This is an optimization exercise on Yosys and OpenROAD, whose aim is small area and a short achievable clock period, not a production implementation. In this exercise RTL edits were held to simulation tests only and were not proved equivalent to the original. Power is estimated from default activity; no workload was simulated.

==> flow/design.v (outline; a module is shown in full before it is edited, if it fits) <==
// module simd_vector_mac: 5030 lines
module simd_vector_mac (
    input clk,
    input rst_n,
    input valid_i,
    input start_i,
    input last_i,
    input [63:0] A,
    input [63:0] B,
    output vector_mac_valid_o,
    output [37:0] vector_mac_data_o
);
  // ...
==> flow/flow/run.sh <==
#!/bin/bash
# Standard layout, with one netlist step between synthesis and floorplan: bubble2.py chooses the
# polarity of the full-adder cells, fa(~a,~b,~c) = ~fa(a,b,c), and of gates that have a
# complemented twin, so that the netlist needs fewer inverters. Registers are not touched.
# Port buffers are buf_2 cells instead of the delay cells buffer_ports picks by itself.
set -euo pipefail
R=$PWD/orfs/results/$FLOW_PLATFORM/simd_vector_mac/base
LIB=$FLOW_HOME/platforms/$FLOW_PLATFORM/lib/sky130_fd_sc_hd__tt_025C_1v80.lib
bash standard.sh "$R/1_2_yosys.v" > synth.log 2>&1
cp "$R/1_2_yosys.v" "$PWD/1_2_yosys_standard.v"
python3 flow/bubble2.py "$LIB" "$PWD/1_2_yosys_standard.v" "$R/1_2_yosys.v" > bubble.log 2>&1
export BUFFER_PORTS_ARGS="-buffer_cell sky130_fd_sc_hd__buf_2"
bash standard.sh finish > layout.log 2>&1
==> flow/flow/bubble2.py <==
#!/usr/bin/env python3
"""Choose the polarity of every full-adder cell in a flat sky130hd Yosys netlist so that the
netlist needs as few inverters as possible, then rebuild its inverters.

A full adder with all three inputs complemented gives both outputs complemented:
fa(~a, ~b, ~c) = (~sum, ~cout). Synthesis maps many adders in the inverted form and puts an
inverter on adder inputs and outputs. Here every inverter is taken out, each signal is traced to
its source with the parity of the inverters on the way, each adder gets a polarity (0: as it is,
1: all its pins complemented) from a local search, and one inverter is put back for each signal
that some pin needs complemented. Registers, ports and all other cells keep their function and
names; the netlist's function is unchanged.

Gates that have a complemented twin with the same inputs (nand2 and and2, o21ai and o21a, ...)
may also be swapped for their twin where that saves area, so that a signal can be had in either
polarity without an inverter.

usage: bubble2.py LIB IN.v OUT.v
"""
import random, re, sys

libtxt = open(sys.argv[1]).read()
LIB = {}
for m in re.finditer(r'cell\s*\(\s*"?(sky130_fd_sc_hd__\w+)"?\s*\)\s*\{', libtxt):
    nxt = libtxt.find("cell (", m.end())
    seg = libtxt[m.end(): nxt if nxt > 0 else len(libtxt)]
    area = float(re.search(r"area\s*:\s*([0-9.]+)", seg).group(1))
    pins = re.findall(r'pin\s*\(\s*"?(\w+)"?\s*\)\s*\{\s*[^}]*?direction\s*:\s*"?(\w+)"?', seg, re.S)
    LIB[m.group(1)] = (area, {p for p, d in pins if d == "input"}, [p for p, d in pins if d == "output"])
PAIRS = """and2 nand2 and3 nand3 and4 nand4 or2 nor2 or3 nor3 or4 nor4 xor2 xnor2 xor3 xnor3
and2b nand2b and3b nand3b and4b nand4b and4bb nand4bb or2b nor2b or3b nor3b or4b nor4b or4bb nor4bb
a21o a21oi a211o a211oi a2111o a2111oi a21bo a21boi a22o a22oi a221o a221oi a2bb2o a2bb2oi
a311o a311oi a31o a31oi a32o a32oi a41o a41oi o21a o21ai o211a o211ai o2111a o2111ai o21ba o21bai
o221a o221ai o22a o22ai o2bb2a o2bb2ai o311a o311ai o31a o31ai o32a o32ai o41a o41ai mux2 mux2i""".split()
TWIN = {}
for i in range(0, len(PAIRS), 2):
    TWIN[PAIRS[i]] = PAIRS[i + 1]
    TWIN[PAIRS[i + 1]] = PAIRS[i]
P = "sky130_fd_sc_hd__"


def twin_of(typ):
    """The complemented twin cell of typ (same drive if the library has it), or None."""
    mm = re.match(P + r"(\w+?)_(\d+)$", typ)
    if not mm or mm.group(1) not in TWIN or typ not in LIB:
        return None
    base = P + TWIN[mm.group(1)]
    for size in (mm.group(2), "1", "2", "0", "4"):
        t = f"{base}_{size}"
        if t in LIB and LIB[t][1] == LIB[typ][1] and len(LIB[t][2]) == 1 and len(LIB[typ][2]) == 1:
            return t
    return None


src = open(sys.argv[2]).read()
OUT_PINS = {"Y", "X", "SUM", "COUT", "Q", "Q_N", "HI", "LO"}
FA_IN = ("A", "B", "CIN")
INV = "sky130_fd_sc_hd__inv_1"

m = re.search(r"module\s+(\w+)\s*\((.*?)\);(.*)endmodule", src, re.S)
top, portlist, body = m.group(1), m.group(2), m.group(3)
decls, assigns, cells, order, ports = [], [], {}, [], set()
for st in re.split(r";\s*\n", body):
    s = st.strip()
    if not s:
        continue
    if re.match(r"(input|output|inout|wire)\b", s):
        decls.append(s + " ;")
        mm = re.match(r"(input|output|inout)\s+(\[[^\]]*\]\s*)?(\S+)", s)
        if mm:
            ports.add(mm.group(3))
        continue
    if s.startswith("assign"):
        assigns.append(s + " ;")
        continue
    mm = re.match(r"(\S+)\s+(\S+)\s*\((.*)\)\s*$", s, re.S)
    if not mm:
        raise SystemExit("cannot parse: " + s[:200])
    typ, name, conns = mm.groups()
    pins = {pm.group(1): pm.group(2).strip() for pm in re.finditer(r"\.(\w+)\(([^()]*)\)", conns)}
    cells[name] = [typ, pins]
    order.append(name)
if assigns:
    raise SystemExit("netlist has assign statements; not handled")


def is_port(net):
    return re.sub(r"\[\d+\]$", "", net) in ports


driver = {}
for c in order:
    for p, net in cells[c][1].items():
        if p in OUT_PINS:
            driver[net] = c

# removable inverters: every inverter whose output is not a port
inv = {c for c in order if cells[c][0].startswith(("sky130_fd_sc_hd__inv_", "sky130_fd_sc_hd__clkinv_"))
       and not is_port(cells[c][1]["Y"])}
fas = [c for c in order if cells[c][0].startswith("sky130_fd_sc_hd__fa_")]
fixed = {c for c in fas if any(is_port(cells[c][1][p]) for p in ("SUM", "COUT"))}
flip_ok = [c for c in fas if c not in fixed]


def root(net):
    par = 0
    while net in driver and driver[net] in inv:
        net = cells[driver[net]][1]["A"]
        par ^= 1
    return net, par


# loads: every input pin of a kept cell, as (root, parity)
loads = {}          # root -> list of (cell, pin, parity)
pinroot = {}        # (cell, pin) -> (root, parity)
for c in order:
    if c in inv:
        continue
    for p, net in cells[c][1].items():
        if p in OUT_PINS or net.startswith("1'"):
            continue
        r, q = root(net)
        loads.setdefault(r, []).append((c, p, q))
        pinroot[(c, p)] = (r, q)
# inverter outputs that reach nothing are dropped with the inverter

isfa = set(fas)
twin = {}
for c in order:
    if c in inv or c in isfa:
        continue
    t = twin_of(cells[c][0])
    if t and not any(is_port(n) for p, n in cells[c][1].items() if p in OUT_PINS):
        twin[c] = t
var = flip_ok + list(twin)
pol = {c: 0 for c in var}
INV_AREA = LIB[INV][0]
swap_cost = {c: LIB[t][0] - LIB[cells[c][0]][0] for c, t in twin.items()}


def avail(r):
    return pol.get(driver.get(r), 0)


def need(c, p, q):
    return q ^ (pol[c] if (c in isfa and p in FA_IN and c in pol) else 0)


def cost(r):
    a = avail(r)
    return INV_AREA if any(need(c, p, q) != a for (c, p, q) in loads.get(r, ())) else 0.0


def outs(c):
    return [n for p, n in cells[c][1].items() if p in OUT_PINS]


def touched(f):
    rs = set(outs(f))
    if f in isfa:
        for p in FA_IN:
            if (f, p) in pinroot:
                rs.add(pinroot[(f, p)][0])
    return rs


def own(f):
    return swap_cost.get(f, 0.0) * pol[f]


def total():
    return sum(cost(r) for r in loads) + sum(own(c) for c in twin)


start = total()
# Seed the search: adders joined sum/carry to input want p_g = p_f ^ parity; set them by a
# breadth-first walk over those joins, then try each connected group in both polarities.
adj = {f: [] for f in flip_ok}
for r, ls in loads.items():
    f = driver.get(r)
    if f not in adj:
        continue
    for (g, p, q) in ls:
        if g in adj and p in FA_IN and g != f:
            adj[f].append((g, q))
            adj[g].append((f, q))
seen = set()
groups = []
for s0 in flip_ok:
    if s0 in seen:
        continue
    seen.add(s0)
    comp_l = [s0]
    pol[s0] = 0
    queue = [s0]
    while queue:
        f = queue.pop()
        for g, q in adj[f]:
            if g not in seen:
                seen.add(g)
                pol[g] = pol[f] ^ q
                comp_l.append(g)
                queue.append(g)
    groups.append(comp_l)
seeded = total()
for comp_l in groups:
    before = total()
    for f in comp_l:
        pol[f] ^= 1
    if total() >= before:
        for f in comp_l:
            pol[f] ^= 1
if total() > start:
    for f in flip_ok:
        pol[f] = 0
start_seeded = total()
best, best_pol = start_seeded, dict(pol)
cur = start_seeded
rng = random.Random(1)
for it in range(80):
    rng.shuffle(var)
    improved = False
    for f in var:
        rs = touched(f)
        before = sum(cost(r) for r in rs) + own(f)
        pol[f] ^= 1
        after = sum(cost(r) for r in rs) + own(f)
        d = after - before
        if d < -1e-9 or (abs(d) < 1e-9 and rng.random() < 0.3):
            cur += d
            if d < -1e-9:
                improved = True
        else:
            pol[f] ^= 1
    if cur < best - 1e-9:
        best, best_pol = cur, dict(pol)
    if not improved and it > 30:
        break
pol = best_pol
for c, t in twin.items():
    if pol[c]:
        pins = cells[c][1]
        (op,) = [p for p in pins if p in OUT_PINS]
        net = pins.pop(op)
        pins[LIB[t][2][0]] = net
        cells[c][0] = t

# rebuild
newdecl, k = [], [0]
comp = {}


def complement(r):
    if r not in comp:
        k[0] += 1
        nn = f"_bubn{k[0]}_"
        newdecl.append(f"wire {nn};")
        ci = f"_bubinv{k[0]}_"
        cells[ci] = [INV, {"A": r, "Y": nn}]
        order.append(ci)
        comp[r] = nn
    return comp[r]


for c in list(order):
    if c in inv or c not in cells:
        continue
    typ, pins = cells[c]
    for p in list(pins):
        if (c, p) not in pinroot:
            continue
        r, q = pinroot[(c, p)]
        pins[p] = r if need(c, p, q) == avail(r) else complement(r)
for c in inv:
    del cells[c]

n_inv0 = len(inv)
sys.stderr.write(f"bubble2: {len(fas)} adders, {sum(pol[c] for c in flip_ok)} flipped, "
                 f"{sum(pol[c] for c in twin)} of {len(twin)} gates swapped for their twin, "
                 f"inverters {n_inv0} -> {len(comp)} (area cost {start:.1f}, seeded {start_seeded:.1f}, "
                 f"{len(groups)} groups, final {best:.1f})\n")

out = [f"module {top}({portlist});"]
out += ["  " + d for d in decls]
out += ["  " + d for d in newdecl]
for name in order:
    if name not in cells:
        continue
    typ, pins = cells[name]
    conn = ",\n".join(f"    .{p}({n}{' ' if n.startswith(chr(92)) else ''})" for p, n in pins.items())
    out.append(f"  {typ} {name} (\n{conn}\n  );")
out.append("endmodule")
open(sys.argv[3], "w").write("\n".join(out) + "\n")
==> flow/standard.sh <==
#!/bin/bash
# synth_recipe.tcl (not shown) runs the flow's synth.tcl, then flattens the netlist and writes it again
# the make line also repeats each setting of config.mk as NAME=value (left out here)
make -C /OpenROAD-flow-scripts/flow DESIGN_CONFIG=/design/flow/config.mk WORK_HOME=/design/flow/orfs CLKGATE_MAP_FILE= SYNTH_SCRIPT=/design/flow/synth_recipe.tcl "${@:-finish}"
==> flow/config.mk <==
export PLATFORM = sky130hd
export DESIGN_NAME = simd_vector_mac
export DESIGN_NICKNAME = simd_vector_mac
export VERILOG_FILES = /design/flow/design.v
export SDC_FILE = /design/flow/constraint.sdc
export NUM_CORES = 4
export LEC_CHECK = 0
export ABC_AREA = 1
export CAP_MARGIN = 20
export CORE_MARGIN = 2
export CORE_UTILIZATION = 40
export GPL_ROUTABILITY_DRIVEN = 0
export PLACE_DENSITY = 0.8
export SETUP_SLACK_MARGIN = 2.3
export SLEW_MARGIN = 20
==> flow/constraint.sdc <==
create_clock -name core_clock -period 4.5 [get_ports {clk}]
set_input_delay 0.9000 -clock core_clock [delete_from_list [all_inputs] [get_ports {clk}]]
set_output_delay 0.9000 -clock core_clock [all_outputs]
set_load 0.01 [all_outputs]
==> results list, run 1 <==
* Syn_area_per_cell: 11.2 µm²
* Comb. pwr: 18.5 mW
* Final Instance Count excl. Fillers: 5297
- From synthesis to final layout, the design area changed by 15.2%.
* Highest routed metal layer: met5
* Area share of buffers outside the clock network: 3.13%
* Number of placed I/O pins: 172
- Global-route total usage across every layer: 25.0%
* Netlist area before placement: 42000 µm²
- After detailed routing, the met2 layer carries 60400 µm of wire.
* Sequential group share of total power: 30.7%
- The initial antenna violation count came to 8.
- Largest registers: acc_c x38, acc_s x38, res_d x38
* Maximum clock path buffer count: 3
- At the worst endpoint, the arrival time is 2790 ps.
* Final worst slack: 2210 ps
* Iter 0 DRT Violations: 3236
- Worst Path Max Fanout: 21
* Number of clock sinks: 731
* Outcome: finished clean
- After layout, the clock buffer instance count stands at 104.
- Cell class ranked first by area: multi-input combinational cells
- Across the whole layout, storage elements make up 30.4% of the cell area.
- The layout has 218 buffers outside the clock class.
* Pin count of the biggest net entering global routing: 42
- Remaining antenna violation count: 0
- Clock-pin slew was measured on the worst setup and hold paths at 60 ps.
- Effective utilization at floorplan: 40.4%
* Worst hold path class: primary input to async pin
==> run 2, diff against run 1 <==
--- a/flow/config.mk
+++ b/flow/config.mk
@@ -9,7 +9,7 @@
 export CAP_MARGIN = 20
 export CORE_MARGIN = 2
 export CORE_UTILIZATION = 40
-export GPL_ROUTABILITY_DRIVEN = 0
+export CTS_BUF_LIST = sky130_fd_sc_hd__clkbuf_4 sky130_fd_sc_hd__clkbuf_8
 export PLACE_DENSITY = 0.8
 export SETUP_SLACK_MARGIN = 2.3
 export SLEW_MARGIN = 20
==> run 2 against run 1 <==
Clock power is 4.4% lower. Hold slack better by 170 ps. Non-clock buffer count increased by 14. Core utilization is 0.13 points lower. Power down 3.7%. Largest power group unchanged. Highest routed layer unchanged.
==> results list, run 2 <==
* Outcome: finished clean (unchanged)
* Count of buffers from port buffering: 171 (unchanged)
- The worst hold path begins at valid_i.
- The max-cap violation count was 0 (unchanged).
- Kind of end point of the critical path: flop (unchanged)
- Layout fillers: 9143 (was 8948)
- Most common cell after layout, fill and taps aside: sky130_fd_sc_hd__dfxtp_1 (unchanged)
* Die X: 328 µm (unchanged)
- The initial antenna violation count is 7 (was 8).
* Fraction of layout cells with a size suffix above 1: 23.1% (was 21.7%)
- Amount of wire on met3 after detailed routing: 12400 µm (was 15100 µm)
- CTS Buf Count: 120 (was 79)
* Highest routed metal layer: met5 (unchanged)
- NumNets Final: 4673 (was 4618)
* Per-cell via count in the routed design: 5.34 (was 5.52)
* Setup violations, final: 0 (unchanged)
* First-pass GRT wire length: 190000 µm (was 198000 µm)
* Arrival @ worst endpoint: 2980 ps (was 2790 ps)
- Die Footprint: 108000 µm² (unchanged)
- Worst hold margin: 286 ps (was 115 ps)
* Cell with the largest stage delay on the worst path: sky130_fd_sc_hd__o21ai_0 (was sky130_fd_sc_hd__fa_1)
- Peak Freq: 0.442 GHz (was 0.437 GHz)
* Worst r2r src: t1_382$_DFF_P_ (unchanged)
- The category of the critical setup timing path is primary input to flop (unchanged).
- Effective utilization at floorplan: 40.4% (unchanged)
- Final Hold Fails: 0 (unchanged)
- The cell area after synthesis is 42000 µm² (unchanged).
- Slew at the pin with the worst max-slew slack: 1180 ps (was 952 ps)
- Min cycle time layout: 2260 ps (was 2290 ps)
- Level count of the clock H-tree: 3 (unchanged)
* Required time of the critical path: 5220 ps (was 5000 ps)
- The average cell area after synthesis was 11.2 µm² (unchanged).
* Number of placed I/O pins: 172 (unchanged)
- Worst skew pair latency: 780 ps (was 660 ps)
* Period utilization: 50.3% (was 50.9%)
- The net count of the mapped netlist is 4528 (unchanged).
- Global-route total usage across every layer: 23.8% (was 25.0%)
- Library cell used as clock root buffer: sky130_fd_sc_hd__clkbuf_8 (was sky130_fd_sc_hd__clkbuf_16)
- Placer Congestion: 0.973
- The worst-case vdd ir drop is 0.468 mV (was 0.448 mV).
- Largest registers: acc_c x38, acc_s x38, res_d x38 (unchanged)
* CTS tree: done (unchanged)
* DPL Wire Length: 97900 µm (was 98500 µm)
- The clock skew after layout was 51.5 ps (was 21.4 ps).
- The DRC violation total after the first TritonRoute iteration is 2677 (was 3236).
- The remaining global-route overflow was 0 (unchanged).
- The ratio of total power to cell area came to 736 nW/µm² (was 762 nW/µm²).
- The worst path buffer plus inverter count came to 3 (was 2).
- Pin count of the biggest net entering global routing: 42 (unchanged)
- The clock input transition at the sequential cells of the worst setup and hold paths is 60 ps (about the same).
- The largest buffer count on any clock path came to 3 (unchanged).
* Worst Path Max Fanout: 17 (was 21)
* Crit path cell chain: buf_2, inv_4, o21ai_0, fa_1, inv_1 (was buf_6, nand2_1, nand2_2, o21ai_4, buf_12, o22ai_1, xor2_1, fa_1)
* Area growth from synthesis to layout: 14.9% (was 15.2%)
* Setup TNS: 0 ps (unchanged)
- The remaining antenna violation count was 0 (unchanged).
* Met2 layer wire length in the routed design: 58000 µm (was 60400 µm)
- The Yosys warning count was 1 (unchanged).
- The number of detailed-routing iterations run before antenna repair was 6 (was 9).
- The longest individual stage delay on the worst path was 940 ps (was 570 ps).
- Vias in the first global route: 29800 (was 30500)
- Routed wire per std cell: 23.8 µm (was 25.5 µm)
- Drt total wl: 128000 µm (was 135000 µm)
- Setup repair after global routing missed its margin: true (unchanged)
* Total number of vias: 28800 (was 29200)
- The classification of the worst-slack hold path is primary input to flop (was primary input to async pin).
* Die H: 328 µm (unchanged)
- Core area: 104000 µm² (unchanged)
- The number of clock sinks was 731 (unchanged).
- Number of rows created at floorplan: 118 (unchanged)
- Most frequent cells in the layout: 715 x sky130_fd_sc_hd__dfxtp_1, 544 x sky130_fd_sc_hd__fa_1, 512 x sky130_fd_sc_hd__xor2_1 (was 710 x sky130_fd_sc_hd__dfxtp_1, 536 x sky130_fd_sc_hd__fa_1, 509 x sky130_fd_sc_hd__xor2_1)
* Critical path launch point type: primary input (unchanged)
* Residual DRC count: 0 (unchanged)
- The synthesized instance count was 3763 (unchanged).
- The wire length on met1 is 48800 µm (was 48100 µm).
* Slew Viols, Final: 0 (unchanged)
* Leakage power of the design: 21.0 nW (was 20.8 nW)
- Category of cells accounting for the largest share of critical-path delay: compound AO/OA/AOI/OAI gates (was adder cells)
- Rel. slew slack: 20.2% (was 35.9%)
- The start point of the critical path is B[47] (was B[17]).
-- run 2: metrics by stage --
step           instance area, µm²  total power [mW]  worst slack (ps)  instances  utilization (%)
2_1_floorplan               43800              21.3              2090       3763                -
3_3_place_gp                44800              27.5              1160       5125             43.2
4_1_cts                     47800              35.1              2300       5353             46.1
5_1_grt                     48200              37.8              2280       5387             46.4
6_report                    48200              35.5              2240       5388             46.4
3_5_place_dp                44800              28.2              1140       5125             43.2
-- run 2: layer usage --
layer,track usage [%],vias up
met4,14.3,4
met5,0,-
met3,5.62,369
li1,-,12500
met2,37.0,1542
met1,30.0,14400
-- run 2: path summary, 6_finish.rpt --
check | endpoint | slack (ps) | depth (start not counted)
worst min register to register | t4_1$_DFF_P_ | 330 | 0
max in group asynchronous | clr[1]$_DFF_PN1_ | 3690 | 2
worst max register to register | t4_132$_DFF_P_ | 2310 | 3
min in group asynchronous | l_p[2]$_DFF_PN0_ | 550 | 2
worst max-delay path | t1_391$_DFF_P_ | 2240 | 5
worst min-delay path | v_p[1]$_DFF_PN0_ | 290 | 1
-- run 2: repair_timing --
item / 4_1_cts / 5_1_grt
setup buffers: 7 / 33
resized for setup: 27 / 27
endpoints found under the setup margin: 222 / 100
hold endpoints to repair: 10 / 0
pin swaps: 4 / 16
hold buffers: 1 / 0
-- run 2: layout make-up --
cell class | instances | area (µm²) | area share, %
clock buffer | 187 | 2390 | 4.96
clock inverter | 33 | 410 | 0.852
inverter | 311 | 1230 | 2.55
sequential | 731 | 14700 | 30.5
timing repair buffer | 232 | 1480 | 3.07
multi-input combinational | 2512 | 26200 | 54.5
antenna | 2 | 5.00 | 0.0104
tap | 1380 | 1730 | 3.58
-- run 2: where the power goes --
group | total [mW] | switching [mW] | internal [mW]
clock network | 6.69 | 2.80 | 3.89
registers | 11.1 | 1.80 | 9.31
logic | 17.7 | 10.2 | 7.50

what the ideal ports hide:
The flow's constraints put no driver on any port. The routed layouts listed below were extracted and timed again, unchanged, in two steps. Step 1 assumes that a clkbuf_16 drives the clock port and a buf_2 every other input. Step 2, shift: input delay + t, output delay - t, t = (earliest + latest rising clock arrival at the registers) / 2. This alone moves slack from input paths to output paths. a / b / c = ideal ports / drivers / drivers and shift; a / b = the first two.
| run | t, ns | setup WS [ns] | worst register clock-pin slew, ns |
|---|---|---|---|
| run 1 | 0.714 | 2.209 / 2.228 / 1.528 | 0.07 / 0.07 |
| run 2 | 0.817 | 2.238 / 2.279 / 1.462 | 0.07 / 0.07 |
After both steps setup and hold are still met in every run listed. The setup slack of run 2, which loses most, moves by +0.041 ns with the drivers and by -0.776 ns with both steps.
